Source: an optimization exercise on an open RTL-to-GDS flow (aim: small area). Production flows keep margins and buffers that such runs may drop. At most, simulation tests tie the RTL to the original design; equivalence was not proved. Only the layout flow was run in runs 1 to 3; the RTL was not checked for function there. Power figures rest on the tool's default switching activity, not on a simulated workload.

File: flow/flow/run.sh
#!/bin/bash
# Standard ORFS layout, but with plain buf_1 cells as the port buffers instead of the
# delay cells buffer_ports would otherwise pick. Full make output goes to standard.log.
set -euo pipefail
bash standard.sh "BUFFER_PORTS_ARGS=-buffer_cell sky130_fd_sc_hd__buf_1" finish > standard.log 2>&1
File: flow/standard.sh
#!/bin/bash
# synth_recipe.tcl (not shown) runs the flow's synth.tcl, then flattens the netlist and writes it again
# the make line also repeats each setting of config.mk as NAME=value (left out here)
make -C /OpenROAD-flow-scripts/flow DESIGN_CONFIG=/design/flow/config.mk WORK_HOME=/design/flow/orfs CLKGATE_MAP_FILE= SYNTH_SCRIPT=/design/flow/synth_recipe.tcl "${@:-finish}"
File: flow/config.mk
export PLATFORM = sky130hd
export DESIGN_NAME = AddRawFN
export DESIGN_NICKNAME = AddRawFN
export VERILOG_FILES = /design/flow/design.v
export SDC_FILE = /design/flow/constraint.sdc
export NUM_CORES = 4
export LEC_CHECK = 0
export ABC_AREA = 0
export CAP_MARGIN = 20
export CORE_MARGIN = 2
export CORE_UTILIZATION = 40
export CTS_CLUSTER_DIAMETER = 100
export CTS_CLUSTER_SIZE = 30
export GPL_TIMING_DRIVEN = 0
export SLEW_MARGIN = 20
export SYNTH_HIERARCHICAL = 1
export SYNTH_MINIMUM_KEEP_SIZE = 0
File: flow/constraint.sdc
create_clock -name core_clock -period 4.0 [get_ports {clock}]
set_input_delay 0.8000 -clock core_clock [delete_from_list [all_inputs] [get_ports {clock}]]
set_output_delay 0.8000 -clock core_clock [all_outputs]
set_load 0.01 [all_outputs]
File: flow/design.v
module AddRawFN(
  input         clock,
  input         reset,
  input         io_a_isNaN,
  input         io_a_isInf,
  input         io_a_isZero,
  input  [8:0]  io_a_exp,
  input  [22:0] io_a_sig,
  input         io_b_isNaN,
  input         io_b_isInf,
  input         io_b_isZero,
  input  [8:0]  io_b_exp,
  input  [22:0] io_b_sig,
  output        io_invalidExc,
  output        io_rawOut_isNaN,
  output        io_rawOut_isInf,
  output        io_rawOut_isZero,
  output [8:0]  io_rawOut_exp,
  output [22:0] io_rawOut_sig
);
  wire [3:0] flags;
  m_flags uf(io_a_isNaN, io_a_isInf, io_a_isZero, io_a_exp, io_a_sig,
             io_b_isNaN, io_b_isInf, io_b_isZero, io_b_exp, io_b_sig, flags);
  wire swap, swapn, far, pA, pB, m24;
  wire [4:0] m, mn;
  wire [8:0] E;
  m_exp ue(io_a_exp, io_b_exp, swap, swapn, m, mn, far, pA, pB, m24, E);
  wire a0m = io_a_sig[0] & ~m24;
  wire b0m = io_b_sig[0] & ~m24;
  wire [24:0] Xn;
  assign Xn[24] = swap;
  c_nor2 ux23(swap, io_b_sig[22], Xn[23]);
  c_o22ai ux1(swapn, io_a_sig[1], swap, b0m, Xn[1]);
  c_nand2 ux0(swap, a0m, Xn[0]);
  genvar i;
  generate for (i = 2; i <= 22; i = i + 1) begin : gx
    c_o22ai u(swapn, io_a_sig[i], swap, io_b_sig[i-1], Xn[i]);
  end endgenerate
  wire [24:0] y1;
  generate for (i = 0; i <= 23; i = i + 1) begin : gy1
    c_o22ai u(mn[0], Xn[i+1], m[0], Xn[i], y1[i]);
  end endgenerate
  generate for (i = 24; i <= 24; i = i + 1) begin : fy1
    c_nor2 u(m[0], Xn[i], y1[i]);
  end endgenerate
  wire [24:0] y2n;
  generate for (i = 0; i <= 22; i = i + 1) begin : gy2n
    c_o22ai u(mn[1], y1[i+2], m[1], y1[i], y2n[i]);
  end endgenerate
  generate for (i = 23; i <= 24; i = i + 1) begin : fy2n
    c_nand2 u(mn[1], y1[i], y2n[i]);
  end endgenerate
  wire [24:0] y3;
  generate for (i = 0; i <= 20; i = i + 1) begin : gy3
    c_o22ai u(mn[2], y2n[i+4], m[2], y2n[i], y3[i]);
  end endgenerate
  generate for (i = 21; i <= 24; i = i + 1) begin : fy3
    c_nor2 u(m[2], y2n[i], y3[i]);
  end endgenerate
  wire [24:0] y4n;
  generate for (i = 0; i <= 16; i = i + 1) begin : gy4n
    c_o22ai u(mn[3], y3[i+8], m[3], y3[i], y4n[i]);
  end endgenerate
  generate for (i = 17; i <= 24; i = i + 1) begin : fy4n
    c_nand2 u(mn[3], y3[i], y4n[i]);
  end endgenerate
  wire [24:0] y5;
  generate for (i = 0; i <= 8; i = i + 1) begin : gy5
    c_o22ai u(pA, y4n[i+16], pB, y4n[i], y5[i]);
  end endgenerate
  generate for (i = 9; i <= 24; i = i + 1) begin : fy5
    c_nor2 u(pB, y4n[i], y5[i]);
  end endgenerate
  wire Tst;
  m_sticky ust(m, far, Xn[0], y1[1:0], y2n[3:0], y3[7:0], y4n[15:0], Tst);
  wire [23:0] B = y5[24:1];
  wire Tg = y5[0];
  wire [23:0] s1;
  wire [11:0] c1;
  m_ladd ul(swap, io_a_sig, io_b_sig, B, s1, c1);
  reg [23:0] q_s;
  reg [11:0] q_c;
  reg        q_g, q_st;
  reg [8:0]  q_e;
  reg [3:0]  q_f;
  always @(posedge clock) begin
    q_s <= s1;
    q_c <= c1;
    q_g <= Tg;
    q_st <= Tst;
    q_e <= E;
    q_f <= flags;
  end
  wire [22:0] F;
  wire [8:0] Eo;
  m_s2 u2(q_s, q_c, q_g, q_st, q_e, F, Eo);
  reg [35:0] p2, p3, p4, p5, p6;
  always @(posedge clock) begin
    p2 <= {q_f, Eo, F};
    p3 <= p2;
    p4 <= p3;
    p5 <= p4;
    p6 <= p5;
  end
  assign {io_invalidExc, io_rawOut_isNaN, io_rawOut_isInf, io_rawOut_isZero, io_rawOut_exp, io_rawOut_sig} = p6;
endmodule
module c_o22ai(input a1, a2, b1, b2, output y);
  assign y = ~((a1 | a2) & (b1 | b2));
endmodule
module c_nand2(input a, b, output y);
  assign y = ~(a & b);
endmodule
module c_nor2(input a, b, output y);
  assign y = ~(a | b);
endmodule
module m_flags(input an, ai, az, input [8:0] ae, input [22:0] as, input bn, bi, bz, input [8:0] be, input [22:0] bs,
               output [3:0] flags);
  wire sNaN_a = an & ~ai & ~az & (&ae[7:0]) & ~as[22] & (|as[21:0]);
  wire sNaN_b = bn & ~bi & ~bz & (&be[7:0]) & ~bs[22] & (|bs[21:0]);
  assign flags = {sNaN_a | sNaN_b | (ai & bz) | (az & bi), an | bn, ai | bi, az | bz};
endmodule
module m_exp(input [8:0] ae, be, output swap, swapn, output [4:0] m, mn, output far, pA, pB, m24, output [8:0] E);
  wire [9:0] d = {1'b0, ae} - {1'b0, be};
  assign swap = d[9];
  assign swapn = ~d[9];
  wire [8:0] nd = ~d[8:0];
  assign far = swap ? (nd >= 9'd24) : (d[8:0] >= 9'd25);
  assign m24 = swap ? (nd == 9'd23) : (d[8:0] == 9'd24);
  assign m = d[4:0] ^ {5{swap}};
  assign mn = ~m;
  assign pA = mn[4] | far;
  assign pB = m[4] | far;
  assign E = swap ? be : ae;
endmodule
module m_sticky(input [4:0] m, input far, input x0n, input [1:0] y1, input [3:0] y2n, input [7:0] y3,
                input [15:0] y4n, output st);
  wire t = (m[0] & ~x0n) | (m[1] & (|y1)) | (m[2] & ~(&y2n)) | (m[3] & (|y3)) | (m[4] & ~(&y4n));
  assign st = t & ~far;
endmodule
module m_ladd(input swap, input [22:0] as, bs, input [23:0] B, output [23:0] s, output [11:0] c);
  wire [23:0] A = {1'b1, swap ? bs : as};
  genvar i;
  generate for (i = 0; i < 12; i = i + 1) begin : blk
    wire a0 = A[2*i], a1 = A[2*i+1], b0 = B[2*i], b1 = B[2*i+1];
    wire c0 = a0 & b0;
    assign s[2*i] = a0 ^ b0;
    assign s[2*i+1] = a1 ^ b1 ^ c0;
    assign c[i] = (a1 & b1) | (c0 & (a1 ^ b1));
  end endgenerate
endmodule
module m_s2(input [23:0] q_s, input [11:0] q_c, input q_g, q_st, input [8:0] q_e, output [22:0] F, output [8:0] Eo);
  wire [23:0] Vn;
  wire V24;
  m_s2v uv(q_s, q_c, q_g, q_st, Vn, V24);
  wire V24n = ~V24;
  genvar j;
  generate for (j = 0; j < 23; j = j + 1) begin : fm
    c_o22ai u(V24n, Vn[j+1], V24, Vn[j], F[j]);
  end endgenerate
  assign Eo = q_e + {8'h0, V24};
endmodule
module m_s2v(input [23:0] q_s, input [11:0] q_c, input q_g, q_st, output [23:0] Vn, output V24);
  wire [11:0] bp, gp, pp;
  genvar k;
  generate for (k = 0; k < 12; k = k + 1) begin : b
    assign bp[k] = q_s[2*k] & q_s[2*k+1];
  end endgenerate
  assign gp[1] = 1'b0; assign pp[1] = 1'b1;
  generate for (k = 1; k < 11; k = k + 1) begin : pf
    assign gp[k+1] = q_c[k] | (bp[k] & gp[k]);
    assign pp[k+1] = bp[k] & pp[k];
  end endgenerate
  wire gpt = q_c[11] | (bp[11] & gp[11]);
  wire ppt = bp[11] & pp[11];
  wire up0 = q_g & (q_st | q_s[0]);
  wire up1 = q_s[0] & (q_g | q_st | q_s[1]);
  wire ovf = gpt | (ppt & q_c[0]);
  wire rnz = ovf ? up1 : up0;
  wire [1:0] r0 = ovf ? {up1, 1'b0} : {1'b0, up0};
  wire co0 = q_c[0] | (bp[0] & rnz);
  wire [1:0] v0 = q_s[1:0] + r0;
  assign Vn[1:0] = ~v0;
  generate for (k = 1; k < 12; k = k + 1) begin : inc
    wire ci = gp[k] | (pp[k] & co0);
    assign Vn[2*k] = ~(q_s[2*k] ^ ci);
    assign Vn[2*k+1] = ~(q_s[2*k+1] ^ (ci & q_s[2*k]));
  end endgenerate
  assign V24 = gpt | (ppt & co0);
endmodule
==> flow_metrics.py, run 1 <==
metrics = {
    "status": {
        "status": "failed layout checks",
        "so_faults": "negative setup slack",
    },
    "final_layout": {
        "antenna_cells": 0,
        "nNetsFinal": 1076,
        "drive_gt1_frac": 0.281,
        "mostFrequentLayoutCell": "dfxtp_1",
        "area_growth_pct": 33.2,
        "multi_input_area_um2": 4600,
        "fillCellCount": 1860,
        "regArea_um2": 4620,
        "final_cell_mix": "dfxtp_1 (231), buf_1 (95), o22ai_2 (77)",
    },
    "clock_tree": {
        "tritoncts": "built",
        "clock_sinks": 231,
        "clockRootBuffer": "clkbuf_16",
        "clk_pin_slew_ns": 0.10,
        "cts_buffer_depth": 3,
        "cts_inserted_buffers": 11,
        "htreeDepth": 1,
        "hold_buffers": 0,
        "clk-insertion-delay-late_ns": 0.45,
    },
    "timing": {
        "skew_ns": 0.00874,
        "fin_ws_ns": -0.119,
        "tightest_slew_ns": 0.979,
        "drv_slew": 0,
        "hold_viol": 0,
        "period_minus_slack_ns": 4.12,
        "hold_slack_ns": 0.330,
        "rsz0062_at_grt": "yes",
        "finalSetupViolCount": 10,
        "post-route-period-util": 1.03,
        "relSlewSlack": 0.345,
        "fmax_mhz": 243,
        "setup_tns_ns": -0.689,
    },
    "die": {
        "ioPinCount": 108,
        "die_area_um2": 22300,
        "coreArea_um2": 20900,
        "num_rows": 53,
        "fp.dieW_um": 149,
        "start_util": 0.404,
        "die_h_um": 149,
    },
    "route": {
        "postRouteAntennaNets": 0,
        "vias_per_cell": 5.26,
        "num_vias": 6468,
        "drc": 0,
        "drt-total-wl_um": 20300,
        "drt-initial-drc-count": 356,
        "drt_first_pass_iters": 4,
        "wl_per_cell_um": 16.5,
    },
    "worst_setup_path": {
        "cp_slowest_cell": "fa_1",
        "slowest_delay_ns": 0.47,
        "cp.required_ns": 4.36,
        "cp-start-kind": "input port",
        "path_cells": "buf_2 -> inv_2 -> ha_4 -> nand2_4 -> a211oi_4 -> o211ai_1 -> a21oi_2 -> inv_2 -> buf_12 -> xnor2_4 -> buf_12 -> clkinvlp_4 -> buf_12 -> o22ai_4 -> o22ai_4 -> o22ai_4 -> o22ai_2 -> o22ai_2 -> ha_2 -> inv_1 -> fa_1 -> inv_1",
        "end_kind": "flop",
        "path_class": "in -> reg",
        "cp_max_fo": 6,
        "crit_arrival_ns": 4.48,
    },
    "power": {
        "ir_drop_mv": 0.232,
        "power_density_nw_per_um2": 562,
        "p_leak_nw": 4.47,
    },
    "place": {
        "gp_congestion": 0.901,
        "dp_hpwl_um": 14600,
        "io_buffers": 106,
    },
    "grt": {
        "track_usage": 0.172,
        "grt_max_degree": 32,
        "grt_pass1_wl_um": 30500,
        "grt_pass1_vias": 5875,
        "antenna_found_initial": 0,
        "grt_overflow": 0,
    },
    "worst_hold_path": {
        "hold_path.class": "reg -> reg",
    },
    "logic_synthesis": {
        "syn_area_um2": 8430,
        "syn-num-nets": 906,
        "yosysWarnings": 7,
        "synthCells": 786,
        "synth_area_per_cell_um2": 10.7,
    },
    "job": {
        "maxCapViolCount": 0,
    },
}
metal layers:
metal / wire length (um) / vias up / share of wire / global-route usage
met2: 9980 / 193 / 0.49 / 0.307
met3: 889 / 42 / 0.044 / 0.0156
met1: 8850 / 3018 / 0.43 / 0.219
li1: - / 3215 / - / -
met4: 628 / 0 / 0.031 / 0.0595
met5: 0 / - / 0 / 0
flip-flops by register name, summed over array words and instances (netlist names), 4 cells and up:
| register | count |
|---|---|
| q_e | 9 |
| p2 | 36 |
| p5 | 36 |
| p6 | 36 |
| p3 | 36 |
| q_c | 12 |
| p4 | 36 |
| q_f | 4 |
| q_s | 24 |
final cells by class:
type                            instances  area share
Multi-Input combinational cell        472       0.409
Clock buffer                           11      0.0245
Timing Repair Buffer                  150      0.0833
Clock inverter                          1     0.00100
Tap cell                              275      0.0306
Inverter                               80      0.0298
Timing Repair inverter                  4     0.00267
Sequential cell                       231       0.411
Buffer                                  6     0.00768
per-stage QoR:
stage | cells | instance area (um^2) | util | setup slack (ns) | power, W
2_1_floorplan | 786 | 8660 | - | -0.742 | 0.00390
3_3_place_gp | 1167 | 9400 | 0.450 | -2.25 | 0.00436
3_5_place_dp | 1170 | 9440 | 0.452 | -2.20 | 0.00435
4_1_cts | 1214 | 10800 | 0.519 | -0.0319 | 0.00607
5_1_grt | 1230 | 11200 | 0.538 | -0.224 | 0.00660
6_report | 1230 | 11200 | 0.538 | -0.119 | 0.00631
final timing paths:
path	cells after the start	endpoint	slack, ns	from
hold / removal	0	p3[21]	0.33	p2[21]
hold reg to reg	0	p3[21]	0.33	p2[21]
setup reg to reg	10	p2[31]	0.64	q_s[2]
setup / recovery	22	q_s[5]	-0.12	io_b_exp[4]
where the power goes:
group	internal, W	leakage, nW	switching, W	total, W
registers	0.00274	1.94	0.000132	0.00287
logic	0.000998	2.38	0.00132	0.00232
clock network	0.000504	0.142	0.000618	0.00112
total	0.00424	4.47	0.00207	0.00631
repair_timing:
action,CTS,global route
gates resized for setup,145,44
gates cloned,8,1
setup endpoints to repair,38,21
pin swaps,61,41
buffers inserted,24,15
critical path: cells and delay by family:
kind | cells | cell delay, ns
AOI/OAI and AO/OA | 8 | 1.57
adders and majority gates | 3 | 0.96
buffers and inverters | 9 | 0.93
xor gates and xnor gates | 1 | 0.15
and+or+nand+nor | 1 | 0.05
==> run 2: changes to the inputs <==
--- a/flow/design.v
+++ b/flow/design.v
@@ -76,15 +76,14 @@
   wire [23:0] B = y5[24:1];
   wire Tg = y5[0];
-  wire [23:0] s1;
-  wire [11:0] c1;
-  m_ladd ul(swap, io_a_sig, io_b_sig, B, s1, c1);
-  reg [23:0] q_s;
-  reg [11:0] q_c;
+  wire [22:0] L;
+  m_lmux ulm(swap, io_a_sig, io_b_sig, L);
+  reg [22:0] q_l;
+  reg [23:0] q_b;
   reg        q_g, q_st;
   reg [8:0]  q_e;
   reg [3:0]  q_f;
   always @(posedge clock) begin
-    q_s <= s1;
-    q_c <= c1;
+    q_l <= L;
+    q_b <= B;
     q_g <= Tg;
     q_st <= Tst;
@@ -92,4 +91,7 @@
     q_f <= flags;
   end
+  wire [23:0] q_s;
+  wire [11:0] q_c;
+  m_badd ub({1'b1, q_l}, q_b, q_s, q_c);
   wire [22:0] F;
   wire [8:0] Eo;
@@ -138,6 +140,8 @@
   assign st = t & ~far;
 endmodule
-module m_ladd(input swap, input [22:0] as, bs, input [23:0] B, output [23:0] s, output [11:0] c);
-  wire [23:0] A = {1'b1, swap ? bs : as};
+module m_lmux(input swap, input [22:0] as, bs, output [22:0] L);
+  assign L = swap ? bs : as;
+endmodule
+module m_badd(input [23:0] A, B, output [23:0] s, output [11:0] c);
   genvar i;
   generate for (i = 0; i < 12; i = i + 1) begin : blk
==> flow_metrics.py, run 2 <==
metrics = {
    "status": {
        "status": "failed layout checks",
        "so_faults": "negative setup slack",
    },
    "place": {
        "gp_congestion": 0.895,
        "dp_hpwl_um": 15000,
        "io_buffers": 106,
    },
    "final_layout": {
        "final_cell_mix": "dfxtp_1 (242), buf_1 (100), inv_1 (85)",
        "nNetsFinal": 1095,
        "drive_gt1_frac": 0.221,
        "regArea_um2": 4840,
        "final_util": 0.522,
        "area_growth_pct": 27.2,
        "fillCellCount": 1914,
        "mostFrequentLayoutCell": "dfxtp_1",
        "multi_input_area_um2": 4220,
        "antenna_cells": 0,
    },
    "worst_setup_path": {
        "r2r_setup_slack_ns": 0.32,
        "path_class": "in -> reg",
        "timing.rr.start": "q_l[4]",
        "end_kind": "flop",
        "crit_end": "q_st",
        "cp-start-kind": "input port",
        "rr_endpoint": "p2[31]",
        "worstSetupStartpoint": "io_b_exp[1]",
        "crit_arrival_ns": 4.48,
        "cp_max_fo": 13,
        "cp.required_ns": 4.30,
        "rr_worst_depth": 15,
    },
    "die": {
        "coreArea_um2": 21200,
        "start_util": 0.410,
        "ioPinCount": 108,
        "num_rows": 53,
        "fp.dieW_um": 151,
        "die_area_um2": 22900,
        "die_h_um": 151,
    },
    "grt": {
        "antenna_found_initial": 0,
        "track_usage": 0.185,
        "grt_pass1_wl_um": 32900,
        "grt_pass1_vias": 6215,
        "grt_overflow": 0,
        "grt_max_degree": 32,
    },
    "timing": {
        "skew_ns": 0.0292,
        "post-route-period-util": 1.05,
        "setup_tns_ns": -0.184,
        "fmax_mhz": 239,
        "relSlewSlack": 0.351,
        "rsz0062_at_grt": "yes",
        "fin_ws_ns": -0.184,
        "tightest_slew_ns": 0.968,
        "finalSetupViolCount": 1,
        "drv_slew": 0,
        "period_minus_slack_ns": 4.18,
        "hold_viol": 0,
    },
    "logic_synthesis": {
        "synth_area_per_cell_um2": 10.7,
        "synthCells": 809,
        "syn_area_um2": 8670,
        "syn-num-nets": 929,
        "yosysWarnings": 7,
    },
    "route": {
        "drt_first_pass_iters": 6,
        "postRouteAntennaNets": 0,
        "drt-initial-drc-count": 495,
        "vias_per_cell": 5.30,
        "drc": 0,
        "drt-total-wl_um": 21400,
        "num_vias": 6631,
        "wl_per_cell_um": 17.1,
    },
    "power": {
        "combPwrFrac": 0.336,
        "p_leak_nw": 4.44,
        "sequentialPowerShare": 0.459,
        "intPower_w": 0.00434,
        "p_sw_w": 0.00203,
        "switching_share": 0.319,
        "ir_drop_mv": 0.230,
        "power_density_nw_per_um2": 578,
        "clkPwrFrac": 0.205,
        "p_total_w": 0.00638,
    },
    "worst_hold_path": {
        "hold_start": "p2[0]",
        "hold_path.class": "reg -> reg",
    },
    "clock_tree": {
        "htreeDepth": 1,
        "cts_buffer_depth": 3,
        "tritoncts": "built",
        "clockRootBuffer": "clkbuf_16",
        "clk-insertion-delay-late_ns": 0.48,
        "cts_inserted_buffers": 12,
        "clock_sinks": 242,
        "clk_pin_slew_ns": 0.10,
    },
    "job": {
        "maxCapViolCount": 0,
    },
}
run 2: repair_timing:
action	CTS	global route
pin swaps	24	35
buffers inserted	18	16
endpoints found under the setup margin	27	9
gates cloned	10	1
resized for setup	47	67
hold buffers	0	0
run 2: stage by stage:
step           instances  hold WS (ns)  instance area, um^2  worst slack, ns
2_1_floorplan        809         0.310                 8860           -0.234
3_3_place_gp        1190         0.310                 9600            -2.04
3_5_place_dp        1191         0.312                 9630            -1.75
4_1_cts             1234         0.326                10500           -0.119
5_1_grt             1251         0.337                11000           -0.263
6_report            1251         0.329                11000           -0.184
run 2: routing by layer:
| metal | wire length, um | up-vias | global-route usage |
|---|---|---|---|
| met3 | 1160 | 52 | 0.0238 |
| met4 | 960 | 0 | 0.0832 |
| met1 | 9400 | 3094 | 0.245 |
| met2 | 9850 | 232 | 0.301 |
| met5 | 0 | - | 0 |
| li1 | - | 3253 | - |
run 2: worst min path at each step:
stage	to	slack, ns	cells past startpoint
finish	p3[0]	0.33	0
global route	p5[27]	0.34	0
CTS	p5[26]	0.33	0
detailed placement	p3[25]	0.31	0
global placement	p5[4]	0.31	0
floorplan	p2[32]	0.31	0
run 2: power groups by stage:
stage / registers, W / logic [W] / clock network (W)
5_1_grt: 0.00298 / 0.00227 / 0.00146
4_1_cts: 0.00293 / 0.00178 / 0.00137
6_report: 0.00292 / 0.00214 / 0.00131
3_5_place_dp: 0.00299 / 0.00144 / 0
2_1_floorplan: 0.00300 / 0.000989 / 0
3_3_place_gp: 0.00297 / 0.00148 / 0
run 2: worst max-delay path, cell delays in order:
cell	delay (ns)
buf_2	0.16
inv_1	0.09
ha_4	0.27
nand2b_4	0.06
a211oi_4	0.25
o211ai_1	0.18
a21oi_2	0.29
inv_4	0.08
buf_12	0.17
xnor2_4	0.33
clkinvlp_4	0.15
buf_6	0.19
o22ai_2	0.25
o22ai_2	0.14
o22ai_2	0.25
nand4_1	0.15
o41ai_2	0.45
a31oi_2	0.19
run 2: cell type report:
class | instances | area share
timing repair buffer | 143 | 0.0724
inverter | 92 | 0.0333
buffer | 5 | 0.00555
timing repair inverter | 5 | 0.00340
multi-input combinational | 474 | 0.383
clock buffer | 14 | 0.0298
sequential | 242 | 0.439
tap | 275 | 0.0312
clock inverter | 1 | 0.00272
==> run 3: changes to the inputs <==
--- a/flow/design.v
+++ b/flow/design.v
@@ -26,11 +26,9 @@
   wire [8:0] E;
   m_exp ue(io_a_exp, io_b_exp, swap, swapn, m, mn, far, pA, pB, m24, E);
-  wire a0m = io_a_sig[0] & ~m24;
-  wire b0m = io_b_sig[0] & ~m24;
   wire [24:0] Xn;
   assign Xn[24] = swap;
   c_nor2 ux23(swap, io_b_sig[22], Xn[23]);
-  c_o22ai ux1(swapn, io_a_sig[1], swap, b0m, Xn[1]);
-  c_nand2 ux0(swap, a0m, Xn[0]);
+  c_o22ai ux1(swapn, io_a_sig[1], swap, io_b_sig[0], Xn[1]);
+  c_nand2 ux0(swap, io_a_sig[0], Xn[0]);
   genvar i;
   generate for (i = 2; i <= 22; i = i + 1) begin : gx
@@ -38,16 +36,16 @@
   end endgenerate
   wire [24:0] y1;
-  generate for (i = 0; i <= 23; i = i + 1) begin : gy1
-    c_o22ai u(mn[0], Xn[i+1], m[0], Xn[i], y1[i]);
-  end endgenerate
-  generate for (i = 24; i <= 24; i = i + 1) begin : fy1
-    c_nor2 u(m[0], Xn[i], y1[i]);
+  generate for (i = 0; i <= 8; i = i + 1) begin : gy1
+    c_o22ai u(mn[4], Xn[i+16], m[4], Xn[i], y1[i]);
+  end endgenerate
+  generate for (i = 9; i <= 24; i = i + 1) begin : fy1
+    c_nor2 u(m[4], Xn[i], y1[i]);
   end endgenerate
   wire [24:0] y2n;
-  generate for (i = 0; i <= 22; i = i + 1) begin : gy2n
-    c_o22ai u(mn[1], y1[i+2], m[1], y1[i], y2n[i]);
-  end endgenerate
-  generate for (i = 23; i <= 24; i = i + 1) begin : fy2n
-    c_nand2 u(mn[1], y1[i], y2n[i]);
+  generate for (i = 0; i <= 16; i = i + 1) begin : gy2n
+    c_o22ai u(mn[3], y1[i+8], m[3], y1[i], y2n[i]);
+  end endgenerate
+  generate for (i = 17; i <= 24; i = i + 1) begin : fy2n
+    c_nand2 u(mn[3], y1[i], y2n[i]);
   end endgenerate
   wire [24:0] y3;
@@ -59,19 +57,17 @@
   end endgenerate
   wire [24:0] y4n;
-  generate for (i = 0; i <= 16; i = i + 1) begin : gy4n
-    c_o22ai u(mn[3], y3[i+8], m[3], y3[i], y4n[i]);
-  end endgenerate
-  generate for (i = 17; i <= 24; i = i + 1) begin : fy4n
-    c_nand2 u(mn[3], y3[i], y4n[i]);
+  generate for (i = 0; i <= 22; i = i + 1) begin : gy4n
+    c_o22ai u(mn[1], y3[i+2], m[1], y3[i], y4n[i]);
+  end endgenerate
+  generate for (i = 23; i <= 24; i = i + 1) begin : fy4n
+    c_nand2 u(mn[1], y3[i], y4n[i]);
   end endgenerate
   wire [24:0] y5;
-  generate for (i = 0; i <= 8; i = i + 1) begin : gy5
-    c_o22ai u(pA, y4n[i+16], pB, y4n[i], y5[i]);
-  end endgenerate
-  generate for (i = 9; i <= 24; i = i + 1) begin : fy5
-    c_nor2 u(pB, y4n[i], y5[i]);
-  end endgenerate
+  generate for (i = 0; i <= 23; i = i + 1) begin : gy5
+    c_o22ai u(pA, y4n[i+1], pB, y4n[i], y5[i]);
+  end endgenerate
+  c_nor2 uy5(pB, y4n[24], y5[24]);
   wire Tst;
-  m_sticky ust(m, far, Xn[0], y1[1:0], y2n[3:0], y3[7:0], y4n[15:0], Tst);
+  m_sticky ust(m, far, m24, swap, Xn[15:0], y1[7:0], y2n[3:0], y3[1:0], y4n[0], Tst);
   wire [23:0] B = y5[24:1];
   wire Tg = y5[0];
@@ -124,18 +120,47 @@
 module m_exp(input [8:0] ae, be, output swap, swapn, output [4:0] m, mn, output far, pA, pB, m24, output [8:0] E);
   wire [9:0] d = {1'b0, ae} - {1'b0, be};
-  assign swap = d[9];
-  assign swapn = ~d[9];
+  wire lt;
+  m_cmp uc(ae, be, lt);
+  assign swap = lt;
+  assign swapn = ~lt;
   wire [8:0] nd = ~d[8:0];
-  assign far = swap ? (nd >= 9'd24) : (d[8:0] >= 9'd25);
-  assign m24 = swap ? (nd == 9'd23) : (d[8:0] == 9'd24);
-  assign m = d[4:0] ^ {5{swap}};
-  assign mn = ~m;
-  assign pA = mn[4] | far;
-  assign pB = m[4] | far;
-  assign E = swap ? be : ae;
-endmodule
-module m_sticky(input [4:0] m, input far, input x0n, input [1:0] y1, input [3:0] y2n, input [7:0] y3,
-                input [15:0] y4n, output st);
-  wire t = (m[0] & ~x0n) | (m[1] & (|y1)) | (m[2] & ~(&y2n)) | (m[3] & (|y3)) | (m[4] & ~(&y4n));
+  assign far = lt ? (nd >= 9'd24) : (d[8:0] >= 9'd25);
+  assign m24 = lt ? (nd == 9'd23) : (d[8:0] == 9'd24);
+  wire [4:0] dl = d[4:0];
+  genvar k;
+  generate for (k = 0; k < 5; k = k + 1) begin : mx
+    m_xx ux(dl[k], lt, m[k], mn[k]);
+  end endgenerate
+  assign pA = mn[0] | far;
+  assign pB = m[0] | far;
+  assign E = lt ? be : ae;
+endmodule
+module m_xx(input d, s, output m, mn);
+  assign m = d ^ s;
+  assign mn = ~(d ^ s);
+endmodule
+module m_cmp(input [8:0] a, b, output lt);
+  wire [8:0] l0 = ~a & b;
+  wire [8:0] e0 = ~(a ^ b);
+  wire [3:0] l1, e1;
+  genvar k;
+  generate for (k = 0; k < 4; k = k + 1) begin : t1
+    assign l1[k] = l0[2*k+1] | (e0[2*k+1] & l0[2*k]);
+    assign e1[k] = e0[2*k+1] & e0[2*k];
+  end endgenerate
+  wire [1:0] l2, e2;
+  generate for (k = 0; k < 2; k = k + 1) begin : t2
+    assign l2[k] = l1[2*k+1] | (e1[2*k+1] & l1[2*k]);
+    assign e2[k] = e1[2*k+1] & e1[2*k];
+  end endgenerate
+  wire l3 = l2[1] | (e2[1] & l2[0]);
+  wire e3 = e2[1] & e2[0];
+  assign lt = l0[8] | (e0[8] & l3);
+endmodule
+module m_sticky(input [4:0] m, input far, m24, swap, input [15:0] xn, input [7:0] y1, input [3:0] y2n,
+                input [1:0] y3, input y4n0, output st);
+  wire x16 = ~(&xn[15:2]) | (~xn[1] & ~(m24 & ~swap)) | (~xn[0] & ~m24);
+  wire early = (m[4] & x16) | (m[3] & (|y1)) | (m[2] & ~(&y2n));
+  wire t = early | (m[1] & (|y3)) | (m[0] & ~y4n0);
   assign st = t & ~far;
 endmodule
@@ -146,10 +171,15 @@
   genvar i;
   generate for (i = 0; i < 12; i = i + 1) begin : blk
-    wire a0 = A[2*i], a1 = A[2*i+1], b0 = B[2*i], b1 = B[2*i+1];
-    wire c0 = a0 & b0;
-    assign s[2*i] = a0 ^ b0;
-    assign s[2*i+1] = a1 ^ b1 ^ c0;
-    assign c[i] = (a1 & b1) | (c0 & (a1 ^ b1));
-  end endgenerate
+    m_b2 u(A[2*i+1:2*i], B[2*i+1:2*i], s[2*i+1:2*i], c[i]);
+  end endgenerate
+endmodule
+module m_b2(input [1:0] a, b, output [1:0] s, output c);
+  wire g0 = a[0] & b[0];
+  assign s[0] = a[0] ^ b[0];
+  m_fa f(a[1], b[1], g0, s[1], c);
+endmodule
+module m_fa(input a, b, ci, output s, co);
+  assign s = a ^ b ^ ci;
+  assign co = (a & b) | (ci & (a | b));
 endmodule
 module m_s2(input [23:0] q_s, input [11:0] q_c, input q_g, q_st, input [8:0] q_e, output [22:0] F, output [8:0] Eo);
==> flow_metrics.py, run 3 <==
metrics = {
    "clock_tree": {
        "clockRootBuffer": "clkbuf_16",
        "htreeDepth": 1,
        "clock_sinks": 242,
        "cts_buffer_depth": 3,
        "tritoncts": "built",
        "clk_pin_slew_ns": 0.10,
        "clk-insertion-delay-late_ns": 0.48,
        "cts_inserted_buffers": 12,
    },
    "logic_synthesis": {
        "async_flop_share": 0,
        "synthCells": 759,
        "netlist.area_leader.share": 0.564,
        "synthFlopType": "dfxtp_1",
        "synth_top_family_by_area": "compound AO/OA/AOI/OAI gates",
        "synth.distinct_cells": 57,
        "synthTopCellsByArea": "dfxtp_1 (56%), o22ai_1 (10%), ha_1 (6.1%), mux2_2 (4.1%), fa_1 (3.0%)",
        "yosys.area_share.adder": 0.0914,
        "synth-simple-area-share": 0.0865,
        "synthTopCellsByCount": "dfxtp_1 (242), o22ai_1 (140), ha_1 (42), inv_1 (41), nor2_1 (38)",
        "ys_ff_latch": 242,
        "syn-num-nets": 886,
        "yosysTopAreaCell": "dfxtp_1",
        "synth-compound-area-share": 0.160,
        "synthMostInstantiatedCell": "dfxtp_1",
        "synth_xor_area_frac": 0.0367,
        "ys_seq_area_frac": 0.564,
        "synth_edf_count": 0,
        "muxShareOfSynthArea": 0.0406,
        "synth_area_per_cell_um2": 11.3,
        "yosysWarnings": 7,
        "syn_area_um2": 8590,
    },
    "die": {
        "die_h_um": 151,
        "coreArea_um2": 21100,
        "num_rows": 53,
        "start_util": 0.408,
        "die_area_um2": 22700,
        "ioPinCount": 108,
        "fp.dieW_um": 151,
    },
    "grt": {
        "grt_pass1_vias": 5919,
        "antenna_found_initial": 0,
        "grt_pass1_wl_um": 32400,
        "grt_max_degree": 31,
        "grt_overflow": 0,
        "track_usage": 0.186,
    },
    "status": {
        "so_faults": "negative setup slack",
        "status": "failed layout checks",
    },
    "place": {
        "dp_hpwl_um": 15400,
        "io_buffers": 106,
        "placed_cells": 1148,
        "dp_slack_ns": -1.22,
        "gp_congestion": 0.898,
    },
    "worst_setup_path": {
        "crit_arrival_ns": 4.33,
        "path_class": "in -> reg",
        "cp-start-kind": "input port",
        "cp.required_ns": 4.32,
        "path_cells": "buf_1 -> inv_1 -> ha_1 -> nand3_1 -> a211oi_4 -> a211o_4 -> buf_4 -> clkinvlp_4 -> buf_4 -> o22ai_1 -> o22ai_1 -> nor4_1 -> nand2_1 -> a221oi_1 -> a21oi_1",
        "slowest_delay_ns": 0.37,
        "cp_max_fo": 11,
        "end_kind": "flop",
        "cp_slowest_cell": "nor4_1",
    },
    "power": {
        "p_leak_nw": 4.01,
        "ir_drop_mv": 0.269,
        "power_density_nw_per_um2": 590,
    },
    "route": {
        "vias_per_cell": 5.45,
        "drt-total-wl_um": 21300,
        "drt_first_pass_iters": 6,
        "num_vias": 6409,
        "drc": 0,
        "drt-initial-drc-count": 514,
        "wl_per_cell_um": 18.1,
        "postRouteAntennaNets": 0,
    },
    "timing": {
        "hold_slack_ns": 0.327,
        "rsz0062_at_grt": "yes",
        "tightest_slew_ns": 0.742,
        "setup_tns_ns": -0.00929,
        "relSlewSlack": 0.505,
        "period_minus_slack_ns": 4.01,
        "fin_ws_ns": -0.00929,
        "skew_ns": 0.0233,
        "hold_viol": 0,
        "finalSetupViolCount": 1,
        "fmax_mhz": 249,
        "drv_slew": 0,
        "post-route-period-util": 1.00,
    },
    "final_layout": {
        "stdcell_count": 1176,
        "drive_gt1_frac": 0.127,
        "regArea_um2": 4840,
        "final_cell_mix": "dfxtp_1 (242), o22ai_1 (135), buf_1 (106)",
        "area_growth_pct": 18.5,
        "fillCellCount": 1977,
        "mostFrequentLayoutCell": "dfxtp_1",
        "multi_input_area_um2": 3830,
        "antenna_cells": 0,
        "nNetsFinal": 1027,
        "final_util": 0.483,
    },
    "job": {
        "maxCapViolCount": 0,
    },
    "worst_hold_path": {
        "hold_path.class": "reg -> reg",
    },
}
-- run 3: cell types whose count changed in the layout (fill, tap and decap cells not counted), moves of 7 or more --
cell        before  now
buf_4           30    7
clkinvlp_4       9    2
ha_1            28   42
inv_1           85   40
mux2_2          23   31
nand2_1         38   28
o21ai_0         21   11
o22ai_1         73  135
o22ai_2         60    6
-- run 3: kinds of logic after synthesis --
| logic type | count (synthesis) |
|---|---|
| buffers and inverters | 44 |
| muxes | 31 |
| AOI/OAI and AO/OA | 211 |
| other | 1 |
| xor gates and xnor gates | 36 |
| DFF | 242 |
| adders and majority gates | 55 |
| and+or+nand+nor | 139 |
-- run 3: layout make-up --
type	instances	area share
Sequential cell	242	0.476
Tap cell	275	0.0338
Timing Repair inverter	1	0.000737
Clock inverter	1	0.00295
Buffer	3	0.00295
Inverter	41	0.0155
Timing Repair Buffer	123	0.0593
Multi-Input combinational cell	476	0.376
Clock buffer	14	0.0333
-- run 3: worst paths after layout --
kind | from | endpoint | slack, ns | cells past startpoint
hold / removal | p4[17] | p5[17] | 0.33 | 0
setup reg to reg | q_l[4] | p2[31] | 0.26 | 13
setup / recovery | io_a_exp[7] | q_st | -0.009 | 15
hold reg to reg | p4[17] | p5[17] | 0.33 | 0
-- run 3: where the power goes --
part	leakage, nW	switching (W)	total [W]	internal [W]
clock network	0.179	0.000726	0.00135	0.000620
registers	2.03	0.000107	0.00299	0.00288
logic	1.80	0.00103	0.00167	0.000645
total	4.01	0.00186	0.00601	0.00415
-- run 3: per-layer routing --
| metal | up-vias | share of wire | track usage |
|---|---|---|---|
| li1 | 3108 | - | - |
| met1 | 3035 | 0.46 | 0.250 |
| met2 | 218 | 0.46 | 0.308 |
| met3 | 48 | 0.048 | 0.0236 |
| met4 | 0 | 0.036 | 0.0692 |
| met5 | - | 0 | 0 |
-- run 3: critical path: cells and delay by family --
| family | cells | cell delay [ns] |
|---|---|---|
| simple gates | 3 | 0.62 |
| compound gates | 6 | 1.62 |
| fa+ha+maj | 1 | 0.29 |
| buf+inv | 5 | 0.97 |
-- run 3: through the flow --
step / power, W / instance area (um^2)
6_report: 0.00601 / 10200
3_5_place_dp: 0.00456 / 9510
5_1_grt: 0.00633 / 10200
4_1_cts: 0.00595 / 9980
2_1_floorplan: 0.00405 / 8610
3_3_place_gp: 0.00450 / 9350
-- run 3: what timing repair did --
item | 4_1_cts | 5_1_grt
hold buffers | 0 | 0
gates cloned | 4 | 0
resized for setup | 13 | 12
pin swaps | 3 | 2
setup endpoints to repair | 24 | 12
setup buffers | 0 | 9
-- run 3: per-module statistics from Yosys, one instance, submodules excluded, excerpt --
module    cells inside  copies in the design
AddRawFN           243                     1
m_lmux              25                     1
m_flags             28                     1
m_cmp               29                     1
m_s2                20                     1
m_sticky            17                     1
m_xx                 2                     5
m_b2                 1                    12
c_nand2              1                    11
c_nor2               1                    22
==> run 4: changes to the inputs <==
--- a/flow/design.v
+++ b/flow/design.v
@@ -22,8 +22,8 @@
   m_flags uf(io_a_isNaN, io_a_isInf, io_a_isZero, io_a_exp, io_a_sig,
              io_b_isNaN, io_b_isInf, io_b_isZero, io_b_exp, io_b_sig, flags);
-  wire swap, swapn, far, pA, pB, m24;
+  wire swap, swapn, swl, far, pA, pB, m24;
   wire [4:0] m, mn;
   wire [8:0] E;
-  m_exp ue(io_a_exp, io_b_exp, swap, swapn, m, mn, far, pA, pB, m24, E);
+  m_exp ue(io_a_exp, io_b_exp, swap, swapn, swl, m, mn, far, pA, pB, m24, E);
   wire [24:0] Xn;
   assign Xn[24] = swap;
@@ -69,9 +69,9 @@
   c_nor2 uy5(pB, y4n[24], y5[24]);
   wire Tst;
-  m_sticky ust(m, far, m24, swap, Xn[15:0], y1[7:0], y2n[3:0], y3[1:0], y4n[0], Tst);
+  m_sticky ust(m, far, m24, swl, Xn[15:0], y1[7:0], y2n[3:0], y3[1:0], y4n[0], Tst);
   wire [23:0] B = y5[24:1];
   wire Tg = y5[0];
   wire [22:0] L;
-  m_lmux ulm(swap, io_a_sig, io_b_sig, L);
+  m_lmux ulm(swl, io_a_sig, io_b_sig, L);
   reg [22:0] q_l;
   reg [23:0] q_b;
@@ -118,5 +118,5 @@
   assign flags = {sNaN_a | sNaN_b | (ai & bz) | (az & bi), an | bn, ai | bi, az | bz};
 endmodule
-module m_exp(input [8:0] ae, be, output swap, swapn, output [4:0] m, mn, output far, pA, pB, m24, output [8:0] E);
+module m_exp(input [8:0] ae, be, output swap, swapn, swl, output [4:0] m, mn, output far, pA, pB, m24, output [8:0] E);
   wire [9:0] d = {1'b0, ae} - {1'b0, be};
   wire lt;
@@ -124,7 +124,8 @@
   assign swap = lt;
   assign swapn = ~lt;
+  assign swl = d[9];
   wire [8:0] nd = ~d[8:0];
-  assign far = lt ? (nd >= 9'd24) : (d[8:0] >= 9'd25);
-  assign m24 = lt ? (nd == 9'd23) : (d[8:0] == 9'd24);
+  assign far = d[9] ? (nd >= 9'd24) : (d[8:0] >= 9'd25);
+  assign m24 = d[9] ? (nd == 9'd23) : (d[8:0] == 9'd24);
   wire [4:0] dl = d[4:0];
   genvar k;
@@ -134,5 +135,5 @@
   assign pA = mn[0] | far;
   assign pB = m[0] | far;
-  assign E = lt ? be : ae;
+  assign E = d[9] ? be : ae;
 endmodule
 module m_xx(input d, s, output m, mn);
--- a/flow/config.mk
+++ b/flow/config.mk
@@ -13,4 +13,5 @@
 export CTS_CLUSTER_SIZE = 30
 export GPL_TIMING_DRIVEN = 0
+export SETUP_SLACK_MARGIN = 0.15
 export SLEW_MARGIN = 20
 export SYNTH_HIERARCHICAL = 1
==> flow_metrics.py, run 4 <==
metrics = {
    "logic_synthesis": {
        "yosysWarnings": 7,
        "ys_seq_area_frac": 0.558,
        "ys_ff_latch": 242,
        "async_flop_share": 0,
        "synthFlopType": "dfxtp_1",
        "synthTopCellsByArea": "dfxtp_1 (56%), o22ai_1 (10%), ha_1 (6.2%), mux2_2 (3.1%), fa_1 (3.0%)",
        "synth.distinct_cells": 69,
        "synth_area_per_cell_um2": 11.2,
        "synthTopCellsByCount": "dfxtp_1 (242), o22ai_1 (140), ha_1 (43), inv_1 (42), nor2_1 (39)",
        "synth_edf_count": 0,
        "synthCells": 776,
        "yosysTopAreaCell": "dfxtp_1",
        "netlist.area_leader.share": 0.558,
        "synthMostInstantiatedCell": "dfxtp_1",
        "syn_area_um2": 8680,
        "syn-num-nets": 904,
    },
    "timing": {
        "rsz0062_at_grt": "yes",
        "period_minus_slack_ns": 3.82,
        "drv_slew": 0,
        "post-route-period-util": 0.954,
        "relSlewSlack": 0.273,
        "tightest_slew_ns": 1.09,
        "hold_slack_ns": 0.333,
        "fmax_mhz": 262,
        "skew_ns": 0.0269,
        "finalSetupViolCount": 0,
        "hold_viol": 0,
    },
    "final_layout": {
        "stdcell_area_um2": 10300,
        "drive_gt1_frac": 0.134,
        "antenna_cells": 0,
        "mostFrequentLayoutCell": "dfxtp_1",
        "nNetsFinal": 1042,
        "fillCellCount": 1979,
        "final_cell_mix": "dfxtp_1 (242), o22ai_1 (132), buf_1 (105)",
        "area_growth_pct": 18.2,
    },
    "clock_tree": {
        "clockRootBuffer": "clkbuf_16",
        "hold_buffers": 0,
        "clk_pin_slew_ns": 0.11,
        "cts_inserted_buffers": 12,
        "clock_sinks": 242,
        "cts_buffer_depth": 3,
        "htreeDepth": 1,
        "clk-insertion-delay-late_ns": 0.47,
        "tritoncts": "built",
    },
    "worst_setup_path": {
        "critPathTopFamily": "compound AO/OA/AOI/OAI gates",
        "crit_arrival_ns": 4.16,
        "end_kind": "flop",
        "cp.required_ns": 4.34,
        "slowest_delay_ns": 0.46,
        "path_cells": "buf_1 -> inv_1 -> ha_1 -> inv_1 -> fa_2 -> a211oi_4 -> nor2_1 -> xor2_4 -> buf_4 -> inv_1 -> nor4b_2 -> o211a_1 -> o211ai_1 -> or4_1 -> o21ai_2 -> a21oi_2",
        "cp-start-kind": "input port",
        "cp_slowest_cell": "xor2_4",
        "path_class": "in -> reg",
        "crit_top_cell": "inv_1",
        "cp_max_fo": 6,
        "worst-path-buf-inv": 5,
    },
    "route": {
        "wl_per_cell_um": 17.6,
        "drt-initial-drc-count": 497,
        "drt_first_pass_iters": 5,
        "drc": 0,
        "num_vias": 6397,
        "drt-total-wl_um": 20900,
        "vias_per_cell": 5.38,
        "postRouteAntennaNets": 0,
    },
    "die": {
        "ioPinCount": 108,
        "coreArea_um2": 21200,
        "start_util": 0.410,
        "num_rows": 53,
        "die_area_um2": 22900,
        "fp.dieW_um": 151,
        "die_h_um": 151,
    },
    "power": {
        "p_leak_nw": 4.06,
        "p_total_w": 0.00603,
        "ir_drop_mv": 0.240,
        "power_density_nw_per_um2": 588,
    },
    "grt": {
        "track_usage": 0.174,
        "grt_pass1_wl_um": 31500,
        "grt_pass1_vias": 5851,
        "grt_max_degree": 39,
        "grt_overflow": 0,
        "antenna_found_initial": 0,
    },
    "place": {
        "dpl-instance-area_um2": 9560,
        "dp_hpwl_um": 15400,
        "io_buffers": 106,
        "gp_congestion": 0.928,
    },
    "worst_hold_path": {
        "hold_path.class": "reg -> reg",
    },
    "status": {
        "status": "timing/DRC/antenna clean",
    },
    "job": {
        "maxCapViolCount": 0,
    },
}
## run 4: changes by cell type after synthesis, moves of 3 or more
| cell | previous run | this run |
|---|---|---|
| o21ai_0 | 11 | 17 |
| xnor2_1 | 23 | 20 |
| nand2_1 | 28 | 36 |
| a22oi_1 | 5 | 2 |
| mux2_2 | 31 | 24 |
## run 4: modules after synthesis (local to each module, per instance), a selection
module	area, um^2	cells	flops+latches	times used
m_b2	12.5	1	0	12
m_cmp	198	29	0	1
m_xx	17.5	2	0	5
c_o22ai	6.26	1	0	139
m_lmux	282	25	0	1
m_flags	201	28	0	1
m_s2	145	20	0	1
m_sticky	97.6	17	0	1
m_exp	699	101	0	1
c_nand2	3.75	1	0	11
c_nor2	3.75	1	0	22
m_fa	20.0	1	0	12
m_s2v	733	107	0	1
AddRawFN	4850	243	242	1
## run 4: layout make-up
cell class | count | area [um^2] | area share
sequential | 242 | 4840 | 0.472
multi-input combinational | 490 | 3950 | 0.385
timing repair buffer | 120 | 548 | 0.0534
tap | 275 | 344 | 0.0335
clock buffer | 14 | 339 | 0.0331
inverter | 43 | 165 | 0.0161
buffer | 4 | 31.3 | 0.00305
clock inverter | 1 | 30.0 | 0.00293
timing repair inverter | 1 | 7.51 | 0.000732
## run 4: what timing repair did
action | in CTS | in global routing
buffers inserted | 0 | 9
cloned | 1 | 3
resized for setup | 12 | 19
pin swaps | 2 | 11
setup endpoints to repair | 47 | 23
## run 4: worst paths after layout
check         startpoint  endpoint  cells after the start  slack, ns
max reg2reg       q_l[4]    p2[31]                     12       0.37
max          io_a_exp[0]      q_st                     16       0.18
min reg2reg       p2[13]    p3[13]                      0       0.33
min               p2[13]    p3[13]                      0       0.33
## run 4: layer usage
layer  track usage  part of all wire  vias up
li1              -                 -     3165
met1         0.242              0.46     3011
met2         0.290              0.46      169
met3        0.0172             0.040       52
met4        0.0463             0.036        0
met5             0                 0        -
## run 4: report_power, final
part | internal, W | total, W | switching (W)
clock | 0.000620 | 0.00134 | 0.000718
sequential | 0.00290 | 0.00301 | 0.000114
combinational | 0.000646 | 0.00168 | 0.00104
## run 4: kinds of logic (layout without fill, tap and decap cells)
logic type               after synthesis  after routing  share of synthesized area
adder cells (fa/ha/maj)               56             56                     0.0920
multiplexers                          24             24                     0.0312
buffers and inverters                 47            183                     0.0222
XOR/XNOR                              32             33                     0.0323
flip-flops                           242            242                      0.558
other                                  1              1                   0.000432
AO/OA/AOI/OAI                        227            229                      0.174
AND/OR/NAND/NOR                      147            147                     0.0897
## run 4: stage by stage
stage	setup WS [ns]	utilization	TNS (ns)	cells
finish	0.183	0.485	0	1190
global route	0.0572	0.485	0	1190
CTS	-0.0664	0.472	-0.0664	1178
detailed placement	-0.976	0.452	-13.34	1162
global placement	-1.06	0.447	-18.63	1157
floorplan	0.241	-	0	776
## run 4: worst reg2reg max path: cells and delay by family (launching register included)
kind            cells  cell delay (ns)
flops               1             0.32
fa+ha+maj           4             1.26
compound gates      2             0.72
xor+xnor            1             0.14
simple gates        5             1.12
==> run 5: changes to the inputs <==
--- a/flow/config.mk
+++ b/flow/config.mk
@@ -9,9 +9,8 @@
 export CAP_MARGIN = 20
 export CORE_MARGIN = 2
-export CORE_UTILIZATION = 40
+export CORE_UTILIZATION = 55
 export CTS_CLUSTER_DIAMETER = 100
 export CTS_CLUSTER_SIZE = 30
 export GPL_TIMING_DRIVEN = 0
-export SETUP_SLACK_MARGIN = 0.15
 export SLEW_MARGIN = 20
 export SYNTH_HIERARCHICAL = 1
==> flow_metrics.py, run 5 <==
metrics = {
    "worst_hold_path": {
        "hold_path.class": "reg -> reg",
        "hold_start": "p5[35]",
        "worstHoldPathCells": 0,
        "hold_end": "p6[35]",
    },
    "place": {
        "io_buffers": 106,
        "dp_hpwl_um": 15400,
        "gp_congestion": 0.948,
    },
    "worst_setup_path": {
        "worst-path-buf-inv": 3,
        "path_class": "in -> reg",
        "end_kind": "flop",
        "cp-start-kind": "input port",
        "path_cells": "buf_1 -> ha_1 -> inv_1 -> fa_1 -> a211oi_4 -> nor2_1 -> xor2_4 -> xor2_4 -> buf_12 -> o22ai_1 -> o22ai_1 -> o22ai_1 -> o22ai_1 -> o21ai_0 -> a221oi_1 -> a21oi_1",
        "r2r_setup_slack_ns": 0.26,
        "timing.rr.start": "q_l[4]",
        "cp.required_ns": 4.34,
        "crit_arrival_ns": 4.25,
        "rr_endpoint": "p2[31]",
        "crit_cells": 16,
        "critPathTopFamily": "compound AO/OA/AOI/OAI gates",
        "slowest_delay_ns": 0.44,
        "rr_worst_depth": 12,
        "cp_slowest_cell": "fa_1",
        "crit_top_cell": "o22ai_1",
        "cp_max_fo": 13,
    },
    "logic_synthesis": {
        "synth_edf_count": 0,
        "synthCells": 776,
        "synthTopCellsByCount": "dfxtp_1 (242), o22ai_1 (140), ha_1 (43), inv_1 (42), nor2_1 (39)",
        "synth_area_per_cell_um2": 11.2,
        "synthMostInstantiatedCell": "dfxtp_1",
        "netlist.area_leader.share": 0.558,
        "async_flop_share": 0,
        "ys_ff_latch": 242,
        "synthFlopType": "dfxtp_1",
        "yosysWarnings": 7,
        "yosysTopAreaCell": "dfxtp_1",
        "syn_area_um2": 8680,
        "syn-num-nets": 904,
        "synthTopCellsByArea": "dfxtp_1 (56%), o22ai_1 (10%), ha_1 (6.2%), mux2_2 (3.1%), fa_1 (3.0%)",
        "ys_seq_area_frac": 0.558,
        "synth.distinct_cells": 69,
    },
    "grt": {
        "met2_usage": 0.445,
        "grt_pass1_vias": 6550,
        "met1_usage": 0.316,
        "grt_pass1_wl_um": 32900,
        "grt_max_degree": 31,
        "grtUsageMet3": 0.0285,
        "grt_overflow": 0,
        "track_usage": 0.249,
        "antenna_found_initial": 0,
        "busiest_layer": "met2",
    },
    "die": {
        "fp.dieW_um": 130,
        "num_rows": 45,
        "coreArea_um2": 15300,
        "die_h_um": 130,
        "ioPinCount": 108,
        "die_area_um2": 16800,
        "start_util": 0.567,
    },
    "power": {
        "p_leak_nw": 4.02,
        "ir_drop_mv": 0.296,
        "p_total_w": 0.00601,
        "power_density_nw_per_um2": 597,
    },
    "clock_tree": {
        "clock_sinks": 242,
        "clockRootBuffer": "clkbuf_16",
        "tritoncts": "built",
        "htreeDepth": 1,
        "clk_pin_slew_ns": 0.10,
        "clk-insertion-delay-late_ns": 0.47,
        "cts_inserted_buffers": 12,
        "cts_buffer_depth": 3,
    },
    "job": {
        "maxCapViolCount": 0,
    },
    "timing": {
        "finalSetupViolCount": 0,
        "post-route-period-util": 0.977,
        "setup_tns_ns": 0,
        "period_minus_slack_ns": 3.91,
        "hold_slack_ns": 0.333,
        "hold_viol": 0,
        "drv_slew": 0,
        "rsz0062_at_grt": "yes",
        "tightest_slew_ns": 0.901,
        "skew_ns": 0.00881,
        "relSlewSlack": 0.399,
        "fmax_mhz": 256,
    },
    "route": {
        "wl_per_cell_um": 18.7,
        "postRouteAntennaNets": 0,
        "drt-total-wl_um": 20900,
        "vias_per_cell": 5.91,
        "num_vias": 6640,
        "drc": 0,
        "drt-initial-drc-count": 507,
        "drt_first_pass_iters": 6,
    },
    "final_layout": {
        "final_cell_mix": "dfxtp_1 (242), o22ai_1 (139), buf_1 (106)",
        "nNetsFinal": 1039,
        "antenna_cells": 0,
        "area_growth_pct": 16.1,
        "mostFrequentLayoutCell": "dfxtp_1",
        "drive_gt1_frac": 0.114,
    },
    "status": {
        "status": "timing/DRC/antenna clean",
    },
}
## run 5: worst max path at each step
stage,from,end,slack (ns)
final,io_b_exp[0],q_st,0.09
after global routing,io_b_exp[0],q_st,-0.07
after CTS,io_a_exp[7],q_st,-0.11
after detailed placement,io_a_exp[7],q_st,-1.03
after global placement,io_a_exp[5],q_st,-0.91
after floorplan,io_a_exp[0],q_st,0.10
## run 5: through the flow
step | instance area (um^2) | setup WS [ns] | utilization | std cells
floorplan | 8700 | 0.103 | - | 776
global placement | 9370 | -0.911 | 0.612 | 1093
detailed placement | 9460 | -1.03 | 0.618 | 1097
CTS | 9890 | -0.109 | 0.646 | 1114
global route | 10100 | -0.0676 | 0.657 | 1123
finish | 10100 | 0.0903 | 0.657 | 1123
## run 5: area by class of cell
type	count	area, um^2
Fill cell	1156	5250
Tap cell	211	264
Buffer	4	31.3
Clock buffer	13	325
Timing Repair inverter	1	7.51
Sequential cell	242	4840
Multi-Input combinational cell	490	3860
Clock inverter	2	31.3
Inverter	43	165
Timing Repair Buffer	117	537
## run 5: power breakdown
| part | total [W] | switching (W) | internal, W |
|---|---|---|---|
| Clock | 0.00133 | 0.000722 | 0.000606 |
| Sequential | 0.00304 | 0.000142 | 0.00290 |
| Combinational | 0.00163 | 0.00102 | 0.000617 |
| Total | 0.00601 | 0.00188 | 0.00413 |
## run 5: cells by family (layout without fill, tap and decap cells)
group / Yosys count / after routing / synth area share
other: 1 / 1 / 0.000432
flip-flops: 242 / 242 / 0.558
XOR/XNOR: 32 / 33 / 0.0323
buffers and inverters: 47 / 180 / 0.0222
multiplexers: 24 / 24 / 0.0312
AND/OR/NAND/NOR: 147 / 147 / 0.0897
adder cells (fa/ha/maj): 56 / 56 / 0.0920
AO/OA/AOI/OAI: 227 / 229 / 0.174
## run 5: Yosys stat by module, one instance, submodules excluded, excerpt
module	flops+latches	cells	copies in the design
AddRawFN	242	243	1
m_b2	0	1	12
m_cmp	0	29	1
c_nor2	0	1	22
m_s2	0	20	1
c_nand2	0	1	11
m_xx	0	2	5
m_sticky	0	17	1
m_lmux	0	25	1
m_flags	0	28	1
m_fa	0	1	12
m_exp	0	101	1
m_s2v	0	107	1
c_o22ai	0	1	139
## run 5: repair_timing
action                                  4_1_cts  5_1_grt
endpoints found under the setup margin       13       19
hold buffers                                  0        0
pin swaps                                     2        2
gates cloned                                  2        2
gates resized for setup                       6       10
buffers inserted                              0        6
## run 5: metal layers
layer,vias up,part of all wire
met5,-,0
met4,0,0.030
met3,41,0.053
met2,266,0.48
met1,3165,0.43
li1,3168,-
==> run 6: changes to the inputs <==
--- a/flow/config.mk
+++ b/flow/config.mk
@@ -10,6 +10,7 @@
 export CORE_MARGIN = 2
 export CORE_UTILIZATION = 55
-export CTS_CLUSTER_DIAMETER = 100
-export CTS_CLUSTER_SIZE = 30
+export CTS_BUF_LIST = sky130_fd_sc_hd__clkbuf_8
+export CTS_CLUSTER_DIAMETER = 60
+export CTS_CLUSTER_SIZE = 20
 export GPL_TIMING_DRIVEN = 0
 export SLEW_MARGIN = 20
==> flow_metrics.py, run 6 <==
metrics = {
    "logic_synthesis": {
        "synth_edf_count": 0,
        "netlist.area_leader.share": 0.558,
        "synthTopCellsByArea": "dfxtp_1 (56%), o22ai_1 (10%), ha_1 (6.2%), mux2_2 (3.1%), fa_1 (3.0%)",
        "syn_area_um2": 8680,
        "ys_seq_area_frac": 0.558,
        "synth.distinct_cells": 69,
        "ys_ff_latch": 242,
        "synthCells": 776,
        "synthFlopType": "dfxtp_1",
        "synth_area_per_cell_um2": 11.2,
        "synthMostInstantiatedCell": "dfxtp_1",
        "syn-num-nets": 904,
        "synthTopCellsByCount": "dfxtp_1 (242), o22ai_1 (140), ha_1 (43), inv_1 (42), nor2_1 (39)",
        "yosysWarnings": 7,
        "async_flop_share": 0,
        "yosysTopAreaCell": "dfxtp_1",
    },
    "grt": {
        "grt_max_degree": 26,
        "track_usage": 0.239,
        "grt_pass1_wl_um": 31900,
        "grt_overflow": 0,
        "grt_pass1_vias": 6488,
        "antenna_found_initial": 0,
    },
    "route": {
        "drt_first_pass_iters": 5,
        "drc": 0,
        "postRouteAntennaNets": 0,
        "met3_wirelength_um": 1100,
        "wl_per_cell_um": 17.8,
        "num_vias": 6641,
        "top_layer": "met4",
        "drt-initial-drc-count": 437,
        "vias_per_cell": 5.85,
        "met1Wirelength_um": 8750,
        "wl_met2_um": 9670,
        "drt-total-wl_um": 20200,
    },
    "die": {
        "die_h_um": 130,
        "fp.dieW_um": 130,
        "num_rows": 45,
        "die_area_um2": 16800,
        "ioPinCount": 108,
        "start_util": 0.567,
        "coreArea_um2": 15300,
    },
    "clock_tree": {
        "clk-insertion-delay-late_ns": 0.51,
        "clockRootBuffer": "clkbuf_8",
        "clock_sinks": 242,
        "cts_buffer_depth": 3,
        "htreeDepth": 1,
        "tritoncts": "built",
        "clk_pin_slew_ns": 0.10,
        "cts_inserted_buffers": 19,
        "hold_buffers": 0,
    },
    "worst_setup_path": {
        "timing.rr.start": "q_l[4]",
        "cp.required_ns": 4.38,
        "crit_arrival_ns": 4.22,
        "path_class": "in -> reg",
        "cp_max_fo": 4,
        "rr_worst_depth": 12,
        "rr_endpoint": "p2[31]",
        "cp-start-kind": "input port",
        "r2r_setup_slack_ns": 0.22,
        "end_kind": "flop",
    },
    "worst_hold_path": {
        "hold_path.class": "reg -> reg",
        "hold_end": "p2[33]",
        "worstHoldPathCells": 0,
        "hold_start": "q_f[1]",
    },
    "timing": {
        "period_minus_slack_ns": 3.84,
        "post-route-period-util": 0.959,
        "relSlewSlack": 0.394,
        "fmax_mhz": 261,
        "setup_tns_ns": 0,
        "tightest_slew_ns": 0.908,
        "skew_ns": 0.0242,
        "finalSetupViolCount": 0,
        "hold_viol": 0,
        "drv_slew": 0,
    },
    "power": {
        "ir_drop_mv": 0.284,
        "power_density_nw_per_um2": 589,
        "p_leak_nw": 4.02,
    },
    "final_layout": {
        "stdcell_area_um2": 10000,
        "nNetsFinal": 1048,
        "mostFrequentLayoutCell": "dfxtp_1",
        "final_cell_mix": "dfxtp_1 (242), o22ai_1 (139), buf_1 (106)",
        "area_growth_pct": 15.8,
        "stdcell_count": 1136,
        "antenna_cells": 0,
        "drive_gt1_frac": 0.124,
    },
    "status": {
        "status": "timing/DRC/antenna clean",
    },
    "place": {
        "placed_cells": 1097,
        "dpl-instance-area_um2": 9460,
        "io_buffers": 106,
        "dp_hpwl_um": 15400,
        "gp_congestion": 0.948,
    },
    "job": {
        "maxCapViolCount": 0,
    },
}
-- run 6: worst max-delay path: stages --
cell and delay [ns]:
buf_1 0.19, ha_1 0.20, inv_1 0.05, fa_1 0.44, a211oi_4 0.30, o211ai_1 0.17, a221oi_2 0.36, nand4_1 0.14
nor4b_1 0.38, o211a_1 0.26, o211ai_1 0.11, or4_1 0.53, o21ai_1 0.18, a21oi_1 0.11
-- run 6: through the flow --
| step | setup WS, ns | power (W) | util | hold slack [ns] |
|---|---|---|---|---|
| 5_1_grt | -0.0105 | 0.00624 | 0.656 | 0.327 |
| 6_report | 0.164 | 0.00592 | 0.656 | 0.323 |
| 2_1_floorplan | 0.103 | 0.00410 | - | 0.310 |
| 4_1_cts | -0.00204 | 0.00587 | 0.646 | 0.321 |
| 3_3_place_gp | -0.911 | 0.00450 | 0.612 | 0.309 |
| 3_5_place_dp | -1.03 | 0.00458 | 0.618 | 0.312 |
-- run 6: cell type report --
type	count	area, um^2
Buffer	4	31.3
Clock buffer	19	262
Clock inverter	7	88.8
Fill cell	1195	5270
Inverter	43	165
Multi-Input combinational cell	490	3860
Sequential cell	242	4840
Tap cell	211	264
Timing Repair Buffer	119	527
Timing Repair inverter	1	7.51
-- run 6: worst max-delay path by stage --
| stage | start | to | slack [ns] |
|---|---|---|---|
| 2_1_floorplan | io_a_exp[0] | q_st | 0.10 |
| 3_3_place_gp | io_a_exp[5] | q_st | -0.91 |
| 3_5_place_dp | io_a_exp[7] | q_st | -1.03 |
| 4_1_cts | io_a_exp[7] | q_st | -0.002 |
| 5_1_grt | io_b_exp[0] | q_st | -0.01 |
| 6_report | io_b_exp[0] | q_st | 0.16 |
-- run 6: routing by layer --
metal,vias up,track usage
li1,3189,-
met1,3134,0.302
met2,262,0.425
met3,56,0.0268
met4,0,0.0835
met5,-,0
-- run 6: cells by family after synthesis --
group           share of synthesized area
mux                                0.0312
compound gates                      0.174
simple gates                       0.0897
fa+ha+maj                          0.0920
other cells                      0.000432
flops                               0.558
buf+inv                            0.0222
xor+xnor                           0.0323
-- run 6: what timing repair did --
item	in CTS	in global routing
pin swaps	2	2
setup endpoints to repair	10	18
resized for setup	8	7
buffers inserted	0	8
gates cloned	3	1
-- run 6: power breakdown --
| group | total, W | switching, W | internal [W] |
|---|---|---|---|
| logic | 0.00162 | 0.00100 | 0.000611 |
| registers | 0.00303 | 0.000132 | 0.00290 |
| clock network | 0.00127 | 0.000778 | 0.000488 |
| total | 0.00592 | 0.00191 | 0.00400 |
-- run 6: Yosys stat by module (local to each module, per instance), excerpt --
module    area, um^2  copies in the design  flip-flops and latches  cells inside
c_nand2         3.75                    11                       0             1
m_b2            12.5                    12                       0             1
c_nor2          3.75                    22                       0             1
m_sticky        97.6                     1                       0            17
m_s2v            733                     1                       0           107
m_flags          201                     1                       0            28
m_exp            699                     1                       0           101
m_fa            20.0                    12                       0             1
m_lmux           282                     1                       0            25
m_s2             145                     1                       0            20
m_cmp            198                     1                       0            29
c_o22ai         6.26                   139                       0             1

==> what the ideal ports hide <==
The results above use ideal ports. As a check the final layouts listed here were re-extracted and re-timed, cells and wires unchanged. Step 1 assumes that a clkbuf_16 drives the clock port and a buf_2 every other input. Step 2 adds t to the input delays and takes it off the output delays; t is the mean of the earliest and latest rising clock arrival at the registers after step 1. Input paths then give back, and output paths get back, about the clock's delay inside the block. a / b / c = no drivers / after step 1 / after step 2; a / b = the first two.
run | t (ns) | setup WS [ns] | hold slack, ns | worst setup path after step 2
run 1 | 0.486 | -0.119 / -0.147 / -0.634 | 0.330 / 0.330 / 0.330 | input to register
run 2 | 0.504 | -0.184 / -0.166 / -0.671 | 0.329 / 0.329 / 0.329 | input to register
run 3 | 0.511 | -0.009 / 0.015 / -0.496 | 0.327 / 0.327 / 0.327 | input to register
run 4 | 0.501 | 0.183 / 0.202 / -0.299 | 0.333 / 0.333 / 0.333 | input to register
run 5 | 0.504 | 0.090 / 0.109 / -0.395 | 0.333 / 0.333 / 0.333 | input to register
run 6 | 0.534 | 0.164 / 0.175 / -0.360 | 0.323 / 0.323 / 0.323 | input to register
Met with ideal ports but missed after step 2: setup timing in run 4, run 5 and run 6. The setup slack of run 6, which loses most, moves by +0.011 ns with the drivers and by -0.524 ns with both steps.
